Context: an optimization exercise on an open-source flow, tuned for small area and a short achievable clock period. The choices shown serve that exercise and are no tape-out recipe. The RTL was checked by simulation tests, not by an equivalence proof against the original design.

## DCT
module DCT(clk,rst_n,ena,done,
  data_in0,data_in1,data_in2,data_in3,data_in4,data_in5,data_in6,data_in7,
  data_out0,data_out1,data_out2,data_out3,data_out4,data_out5,data_out6,data_out7);
Size in the first run: about 2100 cells after synthesis, about 440 flip-flops, about 230 I/O pins, about 0.027 mm2 of cells after synthesis.
==> flow/config.mk <==
export PLATFORM = sky130hd
export DESIGN_NAME = DCT
export DESIGN_NICKNAME = DCT
export VERILOG_FILES = /design/flow/design.v
export SDC_FILE = /design/flow/constraint.sdc
export NUM_CORES = 4
export LEC_CHECK = 0
export CAP_MARGIN = 20
export CORE_MARGIN = 2
export CORE_UTILIZATION = 40
export SETUP_SLACK_MARGIN = 1.75
export SLEW_MARGIN = 20
export SYNTH_HIERARCHICAL = 1
export SYNTH_MINIMUM_KEEP_SIZE = 0
==> flow/constraint.sdc <==
create_clock -name core_clock -period 4.5 [get_ports {clk}]
set_input_delay 0.9000 -clock core_clock [delete_from_list [all_inputs] [get_ports {clk}]]
set_output_delay 0.9000 -clock core_clock [all_outputs]
set_load 0.01 [all_outputs]
standard.sh (not shown) runs the stock make flow with config.mk's settings and CLKGATE_MAP_FILE= SYNTH_SCRIPT=/design/flow/synth_recipe.tcl, a recipe that flattens the netlist after the stock synthesis.
==> flow/flow/run.sh <==
#!/bin/bash
# The standard layout, with plain buf_1 cells as the input/output port buffers
# (the standard flow picks a larger delay-buffer cell for them).
set -euo pipefail
export BUFFER_PORTS_ARGS="-buffer_cell sky130_fd_sc_hd__buf_1"
bash standard.sh > standard.log 2>&1
The starting point produced a clean layout.
Change:
SETUP_SLACK_MARGIN = 1.5   (was 1.75)
=>
- final area fell by a few percent
- die area is unchanged
- worst setup slack is worse by 0.16 ns
- wire length climbs slightly
- synthesized cell count stays the same
- area after synthesis stays the same

---

Starting RTL as in the previous note.
==> flow/config.mk <==
export PLATFORM = sky130hd
export DESIGN_NAME = DCT
export DESIGN_NICKNAME = DCT
export VERILOG_FILES = /design/flow/design.v
export SDC_FILE = /design/flow/constraint.sdc
export NUM_CORES = 4
export LEC_CHECK = 0
export CAP_MARGIN = 20
export CORE_MARGIN = 2
export CORE_UTILIZATION = 40
export SETUP_SLACK_MARGIN = 1.25
export SLEW_MARGIN = 20
export SYNTH_HIERARCHICAL = 1
export SYNTH_MINIMUM_KEEP_SIZE = 0
==> flow/constraint.sdc <==
create_clock -name core_clock -period 4.5 [get_ports {clk}]
set_input_delay 0.9000 -clock core_clock [delete_from_list [all_inputs] [get_ports {clk}]]
set_output_delay 0.9000 -clock core_clock [all_outputs]
set_load 0.01 [all_outputs]
Scripts as last shown in full above: flow/flow/run.sh
Rerun with:
--- a/flow/config.mk
+++ b/flow/config.mk
@@ -8,6 +8,7 @@
 export CAP_MARGIN = 20
 export CORE_MARGIN = 2
-export CORE_UTILIZATION = 40
-export SETUP_SLACK_MARGIN = 1.25
+export CORE_UTILIZATION = 60
+export PLACE_DENSITY = 0.75
+export SETUP_SLACK_MARGIN = 1.5
 export SLEW_MARGIN = 20
 export SYNTH_HIERARCHICAL = 1
Via count goes up by 1.1%.
Core utilization increases by 21 points.
Count of clock-buffer cells in the layout is unchanged.
Setup slack improved by 0.19 ns.
Non-clock buffer count increases by 1.
Wire length fell by 6.9%.
Worst hold slack gains 0.045 ns.
Cell count fell by 8.8%.
Rerun with:
--- a/flow/config.mk
+++ b/flow/config.mk
@@ -8,7 +8,8 @@
 export CAP_MARGIN = 20
 export CORE_MARGIN = 2
-export CORE_UTILIZATION = 60
-export PLACE_DENSITY = 0.75
-export SETUP_SLACK_MARGIN = 1.5
+export CORE_UTILIZATION = 40
+export CTS_CLUSTER_DIAMETER = 70
+export CTS_CLUSTER_SIZE = 30
+export SETUP_SLACK_MARGIN = 1.75
 export SLEW_MARGIN = 20
 export SYNTH_HIERARCHICAL = 1
=>
- utilization went down by 21 points

---

## the previous run
Another version of the RTL of DCT (not shown whole).
Size in the first run: ~27,000 sq um of cells after synthesis.
Design DCT, start of the top module:
module DCT(clk,rst_n,ena,done,
  data_in0,data_in1,data_in2,data_in3,data_in4,data_in5,data_in6,data_in7,
  data_out0,data_out1,data_out2,data_out3,data_out4,data_out5,data_out6,data_out7);
export LEC_CHECK = 0
export CAP_MARGIN = 20
export CORE_MARGIN = 2
export CORE_UTILIZATION = 40
export SETUP_SLACK_MARGIN = 1.5
export SLEW_MARGIN = 20
export SYNTH_HIERARCHICAL = 1
export SYNTH_MINIMUM_KEEP_SIZE = 0
create_clock -name core_clock -period 4.5 [get_ports {clk}]
Scripts as last shown in full above: flow/flow/run.sh
diff inputs: the previous run => the current run
- swapping 1.5 for 1.0 in SETUP_SLACK_MARGIN
==> flow/run.sh (new file) <==
#!/bin/bash
# synth_recipe.tcl (not shown) runs the flow's synth.tcl, then flattens the netlist and writes it again
# the make line also repeats each setting of config.mk as NAME=value (left out here)
make -C /OpenROAD-flow-scripts/flow DESIGN_CONFIG=/design/flow/config.mk WORK_HOME=/design/flow/orfs CLKGATE_MAP_FILE= SYNTH_SCRIPT=/design/flow/synth_recipe.tcl finish
removed: flow/flow/run.sh
removed: flow/standard.sh
==> comparison <==
Amount of wire on met2 after detailed routing: the current run lower than the previous run. Diff the previous run -> the current run: worst hold margin went up by 0.24 ns. Route | the current run vs the previous run | wire shorter in the current run. The current run vs the previous run on global-route usage: the current run is the lower one. In the reports for the current run and the previous run, the larger fraction of area in registers belongs to the previous run. The current run against the previous run: final worst-path cycle share increased 9.5 points, initial antenna violation count fell by 12. The previous run vs the current run, capturing instance or port of the critical path: ra_p12[9] vs ra_m12[9].

---

## cedar
DCT, a different RTL version from the one above (not shown whole).
Size: roughly 2,100 cells after synthesis, about 370 flip-flops, about 230 I/O pins, roughly 25,000 µm² of cells after synthesis.
Design DCT, start of the top module:
module DCT(clk,rst_n,ena,done,
  data_in0,data_in1,data_in2,data_in3,data_in4,data_in5,data_in6,data_in7,
  data_out0,data_out1,data_out2,data_out3,data_out4,data_out5,data_out6,data_out7);
export LEC_CHECK = 0
export CAP_MARGIN = 20
export CORE_MARGIN = 2
export CORE_UTILIZATION = 40
export CTS_CLUSTER_DIAMETER = 70
export CTS_CLUSTER_SIZE = 30
export SETUP_SLACK_MARGIN = 1.75
export SLEW_MARGIN = 20
export SYNTH_HIERARCHICAL = 1
export SYNTH_MINIMUM_KEEP_SIZE = 0
create_clock -name core_clock -period 4.5 [get_ports {clk}]
==> flow/flow/run.sh <==
#!/bin/bash
# The standard layout, with plain buf_1 cells as the input/output port buffers
# (the standard flow picks a larger delay-buffer cell for them).
set -euo pipefail
export BUFFER_PORTS_ARGS="-buffer_cell sky130_fd_sc_hd__buf_1"
bash standard.sh > standard.log 2>&1
Changes in willow relative to cedar:
diff --git a/flow/config.mk b/flow/config.mk
--- a/flow/config.mk
+++ b/flow/config.mk
@@ -11,5 +11,5 @@
 export CTS_CLUSTER_DIAMETER = 70
 export CTS_CLUSTER_SIZE = 30
-export SETUP_SLACK_MARGIN = 1.75
+export SETUP_SLACK_MARGIN = 1.9
 export SLEW_MARGIN = 20
 export SYNTH_HIERARCHICAL = 1
Findings:
- Across both runs, area growth from synthesis to layout was higher for willow than for cedar.
- Between willow and cedar, the total instance count after detailed placement figures differ only marginally.
- Compared to cedar, willow leaves less free space in the core.
- Cmp willow vs cedar: number of cells traversed by the worst register-to-register path lower in willow
- Clock skew after layout came out lower on willow than on cedar.
- In willow the register-to-register slack turned out 0.02 ns lower than in cedar.
- For non-clock buffer count, dividing the value from willow by the value from cedar gives 1.3.
Here is what was changed in the inputs of amber compared with willow.
diff --git a/flow/config.mk b/flow/config.mk
--- a/flow/config.mk
+++ b/flow/config.mk
@@ -11,6 +11,7 @@
 export CTS_CLUSTER_DIAMETER = 70
 export CTS_CLUSTER_SIZE = 30
-export SETUP_SLACK_MARGIN = 1.9
+export SETUP_SLACK_MARGIN = 1.75
 export SLEW_MARGIN = 20
 export SYNTH_HIERARCHICAL = 1
 export SYNTH_MINIMUM_KEEP_SIZE = 0
+export TNS_END_PERCENT = 10
[summary]
- Proportion of cell area occupied by registers: amber vs willow up 1.1 points
- Going from willow to amber, the count of cells resized by post-cts repair was found to have gone down by 53.
- willow reports its startpoint of the most critical setup path as ra_p2[2] while amber reports ra_p0[3].
- The fraction of area in clock buffers and inverters on amber is in line with that on willow.
- Looking at routed length on met2, amber sits below willow.
- The lower utilization came out of amber.
Changes in harbor relative to amber:
diff --git a/flow/config.mk b/flow/config.mk
--- a/flow/config.mk
+++ b/flow/config.mk
@@ -15,3 +15,3 @@
 export SYNTH_HIERARCHICAL = 1
 export SYNTH_MINIMUM_KEEP_SIZE = 0
-export TNS_END_PERCENT = 10
+export TNS_END_PERCENT = 30
[summary]
met1 usage in global routing across amber and harbor: no real change.
rs[7] as the endpoint of the most critical setup path was reported by amber, and rd[9] by harbor.
Tightest hold margin of amber is on par with harbor.
Against amber, harbor reports a antenna diode instance count that is lower.
Compared with amber, harbor shows a critical path depth that is 1 higher.
Going from amber to harbor, synthesis-to-finish area growth grew by 0.76 points, least setup slack across all paths after layout shows an increase of 0.096 ns.

separate check: timing with driven ports:
Ports are ideal in the flow. The routed layouts listed here were re-timed in OpenROAD.
Step 1 sets driving cells, clkbuf_16 on the clock port and buf_2 on the other inputs (assumed; they add their load-dependent delay and slew).
Step 2, shift: input delay + t, output delay - t, t = (earliest + latest rising clock arrival at the registers) / 2. This alone moves slack from input paths to output paths.
Slacks: ideal / step 1 / step 2; pairs: ideal / step 1.
run	shift t [ns]	setup slack, ns	clock arrival spread, ns
the first run of note 1	0.640	1.733 / 1.702 / 1.062	0.030 / 0.030
the second run of note 1	0.640	1.572 / 1.570 / 0.930	0.020 / 0.020
the first run of note 2	0.653	1.402 / 1.402 / 0.869	0.030 / 0.031
the second run of note 2	0.624	1.587 / 1.552 / 0.928	0.016 / 0.016
the third run of note 2	0.625	1.746 / 1.692 / 1.067	0.043 / 0.043
the previous run	0.644	1.489 / 1.488 / 0.844	0.022 / 0.022
the current run	0.639	1.060 / 1.085 / 0.446	0.015 / 0.015
cedar	0.679	1.707 / 1.707 / 1.596	0.047 / 0.048
willow	0.669	1.682 / 1.682 / 1.576	0.039 / 0.039
amber	0.652	1.611 / 1.611 / 1.611	0.050 / 0.050
harbor	0.653	1.706 / 1.706 / 1.604	0.051 / 0.051
After both steps every run listed still meets setup and hold. The setup slack of the third run of note 2, which loses most, moves by -0.054 ns with the drivers and by -0.679 ns with both steps.
